Context: an optimization exercise on an open-source flow, tuned for a short achievable clock period and few clock cycles. The choices shown serve that exercise and are no tape-out recipe.
Only simulation tests tie the RTL to the original design; equivalence was not proved.
Power is estimated from default activity; no workload was simulated.

==> v8 <==
==> flow/design.v <==
module cpu(
    input            clk,
    input            rst,
    input            prog_we,
    input      [3:0] prog_addr,
    input      [7:0] prog_data,
    output reg [7:0] output_register,
    output reg       out_valid
);
localparam K = 4;
localparam LDA = 4'b0001;
localparam ADD = 4'b0010;
localparam OUT = 4'b0011;
localparam JMP = 4'b0100;
localparam STA = 4'b0101;
localparam LDI = 4'b0110;
localparam SUB = 4'b0111;
reg  [7:0]   ram [0:15];
wire [127:0] mem;
reg  [7:0]   a_reg;
reg  [15:0]  pc;        
reg [K-1:0]    r_v;
reg [8*K-1:0]  r_ins;
reg [16*K-1:0] r_sel;   
reg [K-1:0]    e_v;
reg [16*K-1:0] e_st;    
reg [K-1:0]    e_out;   
reg [K:1]      e_keep;  
reg [8*K+7:0]  e_s, e_c;
genvar g;
generate
    for (g = 0; g < 16; g = g + 1) begin : mem_rd
        assign mem[8*g +: 8] = ram[g];
    end
endgenerate
reg [8*K+7:0] aval;     
reg [7:0]     ka, cs, cc;
integer       ep;
always @(*) begin
    aval[7:0] = a_reg;
    for (ep = 1; ep <= K; ep = ep + 1) begin
        ka = e_keep[ep] ? a_reg : 8'd0;
        cs = ka ^ e_s[8*ep +: 8] ^ e_c[8*ep +: 8];
        cc = (ka & e_s[8*ep +: 8]) | (ka & e_c[8*ep +: 8]) | (e_s[8*ep +: 8] & e_c[8*ep +: 8]);
        aval[8*ep +: 8] = cs + {cc[6:0], 1'b0};
    end
end
reg       any_out;
reg [7:0] out_val;
integer   oj;
always @(*) begin
    any_out = 1'b0;
    out_val = 8'd0;
    for (oj = 0; oj < K; oj = oj + 1)
        if (e_v[oj] && e_out[oj]) begin
            any_out = 1'b1;
            out_val = out_val | aval[8*oj +: 8];
        end
end
always @(posedge clk) begin
    if (rst) begin
        a_reg <= 8'd0;
        output_register <= 8'd0;
        out_valid <= 1'b0;
    end else begin
        a_reg <= aval[8*K +: 8];
        out_valid <= any_out;
        if (any_out)
            output_register <= out_val;
    end
end
generate
    for (g = 0; g < 16; g = g + 1) begin : mem_wr
        reg       st;
        reg [7:0] sv;
        integer   wj;
        always @(*) begin
            st = 1'b0;
            sv = 8'd0;
            for (wj = 0; wj < K; wj = wj + 1)
                if (e_v[wj] && e_st[16*wj + g]) begin
                    st = 1'b1;
                    sv = sv | aval[8*wj +: 8];
                end
        end
        always @(posedge clk) begin
            if (rst) begin
                if (prog_we && prog_addr == g)
                    ram[g] <= prog_data;
            end else if (st) begin
                ram[g] <= sv;
            end
        end
    end
endgenerate
reg [8*K-1:0]   x, t;
reg [K-1:0]     cin;
reg [K:1]       keep_n;
reg [8*K+7:0]   s_n, c_n;
reg [16*K-1:0]  st_n;
reg [K-1:0]     out_n;
reg [3:0]       rop;
reg [7:0]       s1, c1, tz;
reg             ld, lds;
integer         ri, rj, rb;
always @(*) begin
    for (rj = 0; rj < K; rj = rj + 1) begin
        rop = r_ins[8*rj+4 +: 4];
        x[8*rj +: 8] = 8'd0;
        for (rb = 0; rb < 16; rb = rb + 1)
            if (r_sel[16*rj + rb])
                x[8*rj +: 8] = x[8*rj +: 8] | mem[8*rb +: 8];
        if (rop == LDI)
            x[8*rj +: 8] = {4'b0, r_ins[8*rj +: 4]};
        out_n[rj] = r_v[rj] && rop == OUT;
        for (rb = 0; rb < 16; rb = rb + 1) begin
            st_n[16*rj + rb] = r_v[rj] && rop == STA && r_ins[8*rj +: 4] == rb;
            for (ri = 0; ri < K; ri = ri + 1)
                if (ri > rj && r_v[ri] && r_ins[8*ri+4 +: 4] == STA && r_ins[8*ri +: 4] == rb)
                    st_n[16*rj + rb] = 1'b0;
        end
    end
    s_n[7:0] = 8'd0;
    c_n[7:0] = 8'd0;
    for (rj = 1; rj <= K; rj = rj + 1) begin
        keep_n[rj] = 1'b1;
        t = {8*K{1'b0}};
        cin = {K{1'b0}};
        for (ri = 0; ri < K; ri = ri + 1)
            if (ri < rj && r_v[ri]) begin
                rop = r_ins[8*ri+4 +: 4];
                ld = rop == LDA || rop == LDI;
                if (ld) begin
                    keep_n[rj] = 1'b0;
                    t = {8*K{1'b0}};
                    cin = {K{1'b0}};
                end
                if (ld || rop == ADD)
                    t[8*ri +: 8] = x[8*ri +: 8];
                if (rop == SUB) begin
                    t[8*ri +: 8] = ~x[8*ri +: 8];
                    cin[ri] = 1'b1;
                end
            end
        s1 = t[7:0];
        c1 = {7'd0, cin[0]};
        for (ri = 1; ri < K; ri = ri + 1) begin
            tz = t[8*ri +: 8];
            {s1, c1} = {s1 ^ c1 ^ tz,
                        ((s1 & c1) | (s1 & tz) | (c1 & tz)) << 1 | cin[ri]};
        end
        s_n[8*rj +: 8] = s1;
        c_n[8*rj +: 8] = c1;
    end
end
always @(posedge clk) begin
    e_st  <= st_n;
    e_out <= out_n;
    if (rst) begin
        e_v    <= {K{1'b0}};
        e_keep <= {K{1'b1}};
        e_s    <= {(8*K+8){1'b0}};
        e_c    <= {(8*K+8){1'b0}};
    end else begin
        e_v    <= r_v;
        e_keep <= keep_n;
        e_s    <= s_n;
        e_c    <= c_n;
    end
end
reg  [127:0] mf;
reg  [15:0]  is_jmp, is_out, is_sta, is_rd, blocked, rmask, raw_r;
reg  [255:0] nxt;        
reg  [16*K-1:0] cond;    
reg  [7:0]   wb, wf;
reg          bad;
integer      fb, fi, fj, fd;
always @(*) begin
    for (fb = 0; fb < 16; fb = fb + 1) begin
        mf[8*fb +: 8] = (e_v[0] && e_st[fb]) ? a_reg : mem[8*fb +: 8];
        wb = mf[8*fb +: 8];
        is_jmp[fb] = wb[7:4] == JMP;
        is_out[fb] = wb[7:4] == OUT;
        is_sta[fb] = wb[7:4] == STA;
        is_rd[fb]  = wb[7:4] == LDA || wb[7:4] == ADD || wb[7:4] == SUB;
        nxt[16*fb +: 16] = is_jmp[fb] ? (16'd1 << wb[3:0]) : (16'd1 << ((fb + 1) % 16));
        blocked[fb] = 1'b0;
        rmask[fb] = 1'b0;
        for (fi = 0; fi < K; fi = fi + 1) begin
            if (r_v[fi] && r_ins[8*fi+4 +: 4] == STA && r_ins[8*fi +: 4] == fb) begin
                blocked[fb] = 1'b1;
                rmask[fb] = 1'b1;
            end
            if (fi > 0 && e_v[fi] && e_st[16*fi + fb])
                blocked[fb] = 1'b1;
        end
    end
    for (fb = 0; fb < 16; fb = fb + 1) begin
        wb = mf[8*fb +: 8];
        raw_r[fb] = is_rd[fb] && rmask[wb[3:0]];
    end
    for (fj = 0; fj < K; fj = fj + 1)
        for (fb = 0; fb < 16; fb = fb + 1) begin
            bad = blocked[fb] || raw_r[fb];
            if (fj > 0 && is_jmp[(fb + 15) % 16])
                bad = 1'b1;
            for (fi = 0; fi < K; fi = fi + 1)
                if (fi < fj) begin
                    fd = fj - fi;
                    wb = mf[8*((fb + 16 - fd) % 16) +: 8];
                    wf = mf[8*fb +: 8];
                    if (wb[7:4] == STA && wb[3:0] == fb)
                        bad = 1'b1;
                    if (wb[7:4] == STA && is_rd[fb] && wb[3:0] == wf[3:0])
                        bad = 1'b1;
                    if (wb[7:4] == OUT && is_out[fb])
                        bad = 1'b1;
                end
            cond[16*fj + fb] = !bad;
        end
end
reg [K-1:0]   fv;
reg [8*K-1:0] w;
reg [16*K-1:0] wsel;
reg [15:0]    npc, nj;
reg           ok;
integer       sj, sb;
always @(*) begin
    npc = 16'd0;
    for (sj = 0; sj < K; sj = sj + 1) begin
        ok = 1'b0;
        w[8*sj +: 8] = 8'd0;
        nj = 16'd0;
        for (sb = 0; sb < 16; sb = sb + 1)
            if (pc[sb]) begin
                ok = ok | cond[16*sj + (sb + sj) % 16];
                w[8*sj +: 8] = w[8*sj +: 8] | mf[8*((sb + sj) % 16) +: 8];
                nj = nj | nxt[16*((sb + sj) % 16) +: 16];
            end
        fv[sj] = ok && (sj == 0 || fv[sj-1]);
        if (fv[sj])
            npc = nj;
        wsel[16*sj +: 16] = 16'd1 << w[8*sj +: 4];
    end
    if (!fv[0])
        npc = pc;
end
reg  [K-1:0]   fv0;
reg  [15:0]    npc0;
reg  [7:0]     za, zb;
reg            bad0;
integer        zi, zj;
always @(*) begin
    npc0 = 16'd1;
    for (zj = 0; zj < K; zj = zj + 1) begin
        za = mem[8*zj +: 8];
        bad0 = zj > 0 && !fv0[zj-1];
        for (zi = 0; zi < K; zi = zi + 1)
            if (zi < zj) begin
                zb = mem[8*zi +: 8];
                if (zb[7:4] == JMP && zi == zj - 1)
                    bad0 = 1'b1;
                if (zb[7:4] == STA && zb[3:0] == zj)
                    bad0 = 1'b1;
                if (zb[7:4] == STA && zb[3:0] == za[3:0] &&
                    (za[7:4] == LDA || za[7:4] == ADD || za[7:4] == SUB))
                    bad0 = 1'b1;
                if (zb[7:4] == OUT && za[7:4] == OUT)
                    bad0 = 1'b1;
            end
        fv0[zj] = !bad0;
        if (!bad0)
            npc0 = (za[7:4] == JMP) ? (16'd1 << za[3:0]) : (16'd1 << (zj + 1));
    end
end
wire pre_hit = prog_we && prog_addr < K;
reg [16*K-1:0] wsel0;
integer        qj;
always @(*)
    for (qj = 0; qj < K; qj = qj + 1)
        wsel0[16*qj +: 16] = 16'd1 << mem[8*qj +: 4];
always @(posedge clk) begin
    if (rst) begin
        r_ins <= mem[8*K-1:0];
        r_sel <= wsel0;
        pc    <= pre_hit ? 16'd1 : npc0;
        r_v   <= pre_hit ? {K{1'b0}} : fv0;
    end else begin
        r_ins <= w;
        r_sel <= wsel;
        pc    <= npc;
        r_v   <= fv;
    end
end
endmodule
==> flow/run.sh <==
#!/bin/bash
# synth_recipe.tcl (not shown) runs the flow's synth.tcl, then flattens the netlist and writes it again
# the make line also repeats each setting of config.mk as NAME=value (left out here)
make -C /OpenROAD-flow-scripts/flow DESIGN_CONFIG=/design/flow/config.mk WORK_HOME=/design/flow/orfs CLKGATE_MAP_FILE= SYNTH_SCRIPT=/design/flow/synth_recipe.tcl finish
==> flow/config.mk <==
export PLATFORM = sky130hd
export DESIGN_NAME = cpu
export DESIGN_NICKNAME = cpu
export VERILOG_FILES = /design/flow/design.v
export SDC_FILE = /design/flow/constraint.sdc
export NUM_CORES = 4
export LEC_CHECK = 0
export ABC_CLOCK_PERIOD_IN_PS = 1500
export CAP_MARGIN = 20
export CORE_MARGIN = 2
export CORE_UTILIZATION = 40
export SETUP_SLACK_MARGIN = 4
export SLEW_MARGIN = 20
==> flow/constraint.sdc <==
create_clock -name core_clock -period 6.0 [get_ports {clk}]
set_input_delay 1.2000 -clock core_clock [delete_from_list [all_inputs] [get_ports {clk}]]
set_output_delay 1.2000 -clock core_clock [all_outputs]
set_load 0.01 [all_outputs]
==> inputs of v1, as changes to v8 <==
--- a/flow/design.v
+++ b/flow/design.v
@@ -9,3 +9,3 @@
 );
-localparam K = 4;
+localparam K = 3;
 localparam LDA = 4'b0001;
==> impl_metrics.env <==
export IMPL_grtUsageTotal=0.814
export IMPL_error_line="[ERROR GRT-0116] Global routing finished with congestion. Check the congestion regions in the DRC Viewer."
export IMPL_synth_yosys_seq_area_share=0.196
export IMPL_yosys_area_share_adder=0.0395
export IMPL_netlist_instances=6307
export IMPL_status="did not finish"
export IMPL_place_ws_ps=155
export IMPL_lastStage="global routing"
export IMPL_grt_max_degree=97
-- figures above: v8

==> impl_metrics.env <==
export IMPL_synth_yosys_seq_area_share=0.214
export IMPL_grtUsageTotal=0.760
export IMPL_place_ws_ps=555
export IMPL_lastStage="global routing"
export IMPL_netlist_instances=5157
export IMPL_status="did not finish"
export IMPL_grt_max_degree=87
export IMPL_yosys_area_share_adder=0.0289
export IMPL_error_line="[ERROR GRT-0232] Routing congestion too high. Check the congestion heatmap in the GUI."
-- figures above: v1

Testbench counts of v8, summed over its fixed seeds: cycles 10,286.
Testbench counts of v1, summed over its fixed seeds: cycles 12,005.

---

==> run K <==
Another version of the RTL of cpu (not shown whole).
clock: 6.0 ns
lec_check: 0
abc_clock_period_in_ps: 1500
cap_margin: 20
core_margin: 2
core_utilization: 30
setup_slack_margin: 4
slew_margin: 20
run.sh (not shown) runs the stock make flow with config.mk's settings and CLKGATE_MAP_FILE= SYNTH_SCRIPT=/design/flow/synth_recipe.tcl, a recipe that flattens the netlist after the stock synthesis.
==> run X: changes against run K <==
--- a/flow/design.v
+++ b/flow/design.v
@@ -88,18 +88,26 @@
 wire [127:0] mem;
 reg  [7:0]   a_reg;
 reg  [16*K+15:0] pcoh;   
 reg [K-1:0]    r_v;
 reg [8*K-1:0]  r_ins;
 reg [16*K-1:0] r_sel;   
 reg [16*K-1:0] r_pos;   
 reg [16*K-1:0] r_neg;   
-reg [K-1:0]    r_sta;   
+reg [K-1:0]    r_stau;  
+wire [K-1:0]   r_sta = r_v & r_stau;   
 reg [15:0]     r_stm;   
+integer        mj;
+always @(*) begin
+    r_stm = 16'd0;
+    for (mj = 0; mj < K; mj = mj + 1)
+        if (r_sta[mj])
+            r_stm = r_stm | r_sel[16*mj +: 16];
+end
 reg [K-1:0]    e_v;
 reg [16*K-1:0] e_st;    
 reg [15:0]     e_stm;   
 reg [K-1:0]    e_out;   
 reg [K:1]      e_keep;  
 reg [8*K+7:0]  e_s, e_c;
 reg [2*K+1:0]  e_ci;    
 genvar g;
@@ -301,34 +309,30 @@
         r_sel <= wsel0;
         for (pj = 0; pj < K; pj = pj + 1) begin
             r_pos[16*pj +: 16] <= (mem[8*pj+4 +: 4] == LDA || mem[8*pj+4 +: 4] == ADD) ? wsel0[16*pj +: 16] : 16'd0;
             r_neg[16*pj +: 16] <= (mem[8*pj+4 +: 4] == SUB) ? wsel0[16*pj +: 16] : 16'd0;
         end
         if (pre_hit) begin
             pcoh  <= pcoh0;
             r_v   <= {K{1'b0}};
-            r_sta <= {K{1'b0}};
-            r_stm <= 16'd0;
         end else begin
             for (pj = 0; pj <= K; pj = pj + 1)
                 pcoh[16*pj +: 16] <= {npc_oh0, npc_oh0} >> (16 - pj);
             r_v   <= fv0;
-            for (pj = 0; pj < K; pj = pj + 1)
-                r_sta[pj] <= fv0[pj] && mem[8*pj+4 +: 4] == STA;
-            r_stm <= stm0;
         end
+        for (pj = 0; pj < K; pj = pj + 1)
+            r_stau[pj] <= mem[8*pj+4 +: 4] == STA;
     end else begin
         r_ins <= w;
         r_sel <= wsel;
         for (pj = 0; pj < K; pj = pj + 1) begin
             r_pos[16*pj +: 16] <= (w[8*pj+4 +: 4] == LDA || w[8*pj+4 +: 4] == ADD) ? wsel[16*pj +: 16] : 16'd0;
             r_neg[16*pj +: 16] <= (w[8*pj+4 +: 4] == SUB) ? wsel[16*pj +: 16] : 16'd0;
         end
         for (pj = 0; pj <= K; pj = pj + 1)
             pcoh[16*pj +: 16] <= {npc_oh, npc_oh} >> (16 - pj);
         r_v   <= fv;
         for (pj = 0; pj < K; pj = pj + 1)
-            r_sta[pj] <= fv[pj] && w[8*pj+4 +: 4] == STA;
-        r_stm <= stm;
+            r_stau[pj] <= w[8*pj+4 +: 4] == STA;
     end
 end
 endmodule
- CAP_MARGIN: 20 -> 30
- CORE_UTILIZATION: 30 -> 22
- SETUP_SLACK_MARGIN: 4 -> 4.4
- SLEW_MARGIN: 20 -> 30
==> run F: changes against run K <==
--- a/flow/design.v
+++ b/flow/design.v
@@ -88,18 +88,26 @@
 wire [127:0] mem;
 reg  [7:0]   a_reg;
 reg  [16*K+15:0] pcoh;   
 reg [K-1:0]    r_v;
 reg [8*K-1:0]  r_ins;
 reg [16*K-1:0] r_sel;   
 reg [16*K-1:0] r_pos;   
 reg [16*K-1:0] r_neg;   
-reg [K-1:0]    r_sta;   
+reg [K-1:0]    r_stau;  
+wire [K-1:0]   r_sta = r_v & r_stau;   
 reg [15:0]     r_stm;   
+integer        mj;
+always @(*) begin
+    r_stm = 16'd0;
+    for (mj = 0; mj < K; mj = mj + 1)
+        if (r_sta[mj])
+            r_stm = r_stm | r_sel[16*mj +: 16];
+end
 reg [K-1:0]    e_v;
 reg [16*K-1:0] e_st;    
 reg [15:0]     e_stm;   
 reg [K-1:0]    e_out;   
 reg [K:1]      e_keep;  
 reg [8*K+7:0]  e_s, e_c;
 reg [2*K+1:0]  e_ci;    
 genvar g;
@@ -301,34 +309,30 @@
         r_sel <= wsel0;
         for (pj = 0; pj < K; pj = pj + 1) begin
             r_pos[16*pj +: 16] <= (mem[8*pj+4 +: 4] == LDA || mem[8*pj+4 +: 4] == ADD) ? wsel0[16*pj +: 16] : 16'd0;
             r_neg[16*pj +: 16] <= (mem[8*pj+4 +: 4] == SUB) ? wsel0[16*pj +: 16] : 16'd0;
         end
         if (pre_hit) begin
             pcoh  <= pcoh0;
             r_v   <= {K{1'b0}};
-            r_sta <= {K{1'b0}};
-            r_stm <= 16'd0;
         end else begin
             for (pj = 0; pj <= K; pj = pj + 1)
                 pcoh[16*pj +: 16] <= {npc_oh0, npc_oh0} >> (16 - pj);
             r_v   <= fv0;
-            for (pj = 0; pj < K; pj = pj + 1)
-                r_sta[pj] <= fv0[pj] && mem[8*pj+4 +: 4] == STA;
-            r_stm <= stm0;
         end
+        for (pj = 0; pj < K; pj = pj + 1)
+            r_stau[pj] <= mem[8*pj+4 +: 4] == STA;
     end else begin
         r_ins <= w;
         r_sel <= wsel;
         for (pj = 0; pj < K; pj = pj + 1) begin
             r_pos[16*pj +: 16] <= (w[8*pj+4 +: 4] == LDA || w[8*pj+4 +: 4] == ADD) ? wsel[16*pj +: 16] : 16'd0;
             r_neg[16*pj +: 16] <= (w[8*pj+4 +: 4] == SUB) ? wsel[16*pj +: 16] : 16'd0;
         end
         for (pj = 0; pj <= K; pj = pj + 1)
             pcoh[16*pj +: 16] <= {npc_oh, npc_oh} >> (16 - pj);
         r_v   <= fv;
         for (pj = 0; pj < K; pj = pj + 1)
-            r_sta[pj] <= fv[pj] && w[8*pj+4 +: 4] == STA;
-        r_stm <= stm;
+            r_stau[pj] <= w[8*pj+4 +: 4] == STA;
     end
 end
 endmodule
- CAP_MARGIN: 20 -> 30
- SLEW_MARGIN: 20 -> 30
==> metrics.md <==
| Metric | Value |
|---|---|
| Status | did not finish |
| Die Y | about 420 microns |
| Syn Nets | roughly 4600 |
| Post-place setup slack | 1.47 ns |
| Err | [ERROR GRT-0232] Routing congestion too high. Check the congestion heatmap in the GUI. |
| All-layer global routing usage | around a third |
| Last stage reached | global routing |
the above is filed under run X

==> metrics.md <==
| Metric | Value |
|---|---|
| Syn Nets | 4845 |
| Power Clock | 4340 uW |
| Critical path fanouts, max | 7 |
| Comb. pwr | 22000 uW |
| CTS Sinks | 557 |
| All-layer global routing usage | around 41% |
| Status | no timing/DRC/antenna violations |
| Die Y | 369 microns |
the above is filed under run K

==> metrics.md <==
| Metric | Value |
|---|---|
| All-layer global routing usage | a little over two fifths |
| Die Y | 362 microns |
| Status | no timing/DRC/antenna violations |
| Fraction of area in multi-input gates | 50.5% |
| GP Congestion | 1.07 |
| Post-place setup slack | 1.55 ns |
the above is filed under run F

Testbench counts of run K, summed over its fixed seeds: cycles 10,569.
Testbench counts of run X, summed over its fixed seeds: cycles 10,569.
Testbench counts of run F, summed over its fixed seeds: cycles 10,569.

[what the ideal ports hide]
The flow's constraints put no driver on any port. The routed layouts listed below were extracted and timed again, unchanged, in two steps. Step 1 sets driving cells, clkbuf_16 on the clock port and buf_2 on the other inputs (assumed; they add their load-dependent delay and slew). Step 2 also shifts input and output timing later by t, the mid clock arrival at the registers, as if the neighbouring blocks saw the same clock. Three values: no drivers, after step 1, after step 2; two values: the first two.
run | shift t [ns] | slack for setup (ns) | worst setup path at the end | worst register clock-pin slew, ns | cell pins on the clock port's net
run K | 0.772 | 2.122 / 2.122 / 2.122 | register to register | 0.07 / 0.07 | 1
run F | 0.758 | 2.393 / 2.393 / 2.206 | input to register | 0.07 / 0.07 | 1
After both steps setup and hold are still met in every run listed. The setup slack of run F, which loses most, moves by 0.000 ns with the drivers and by -0.187 ns with both steps.
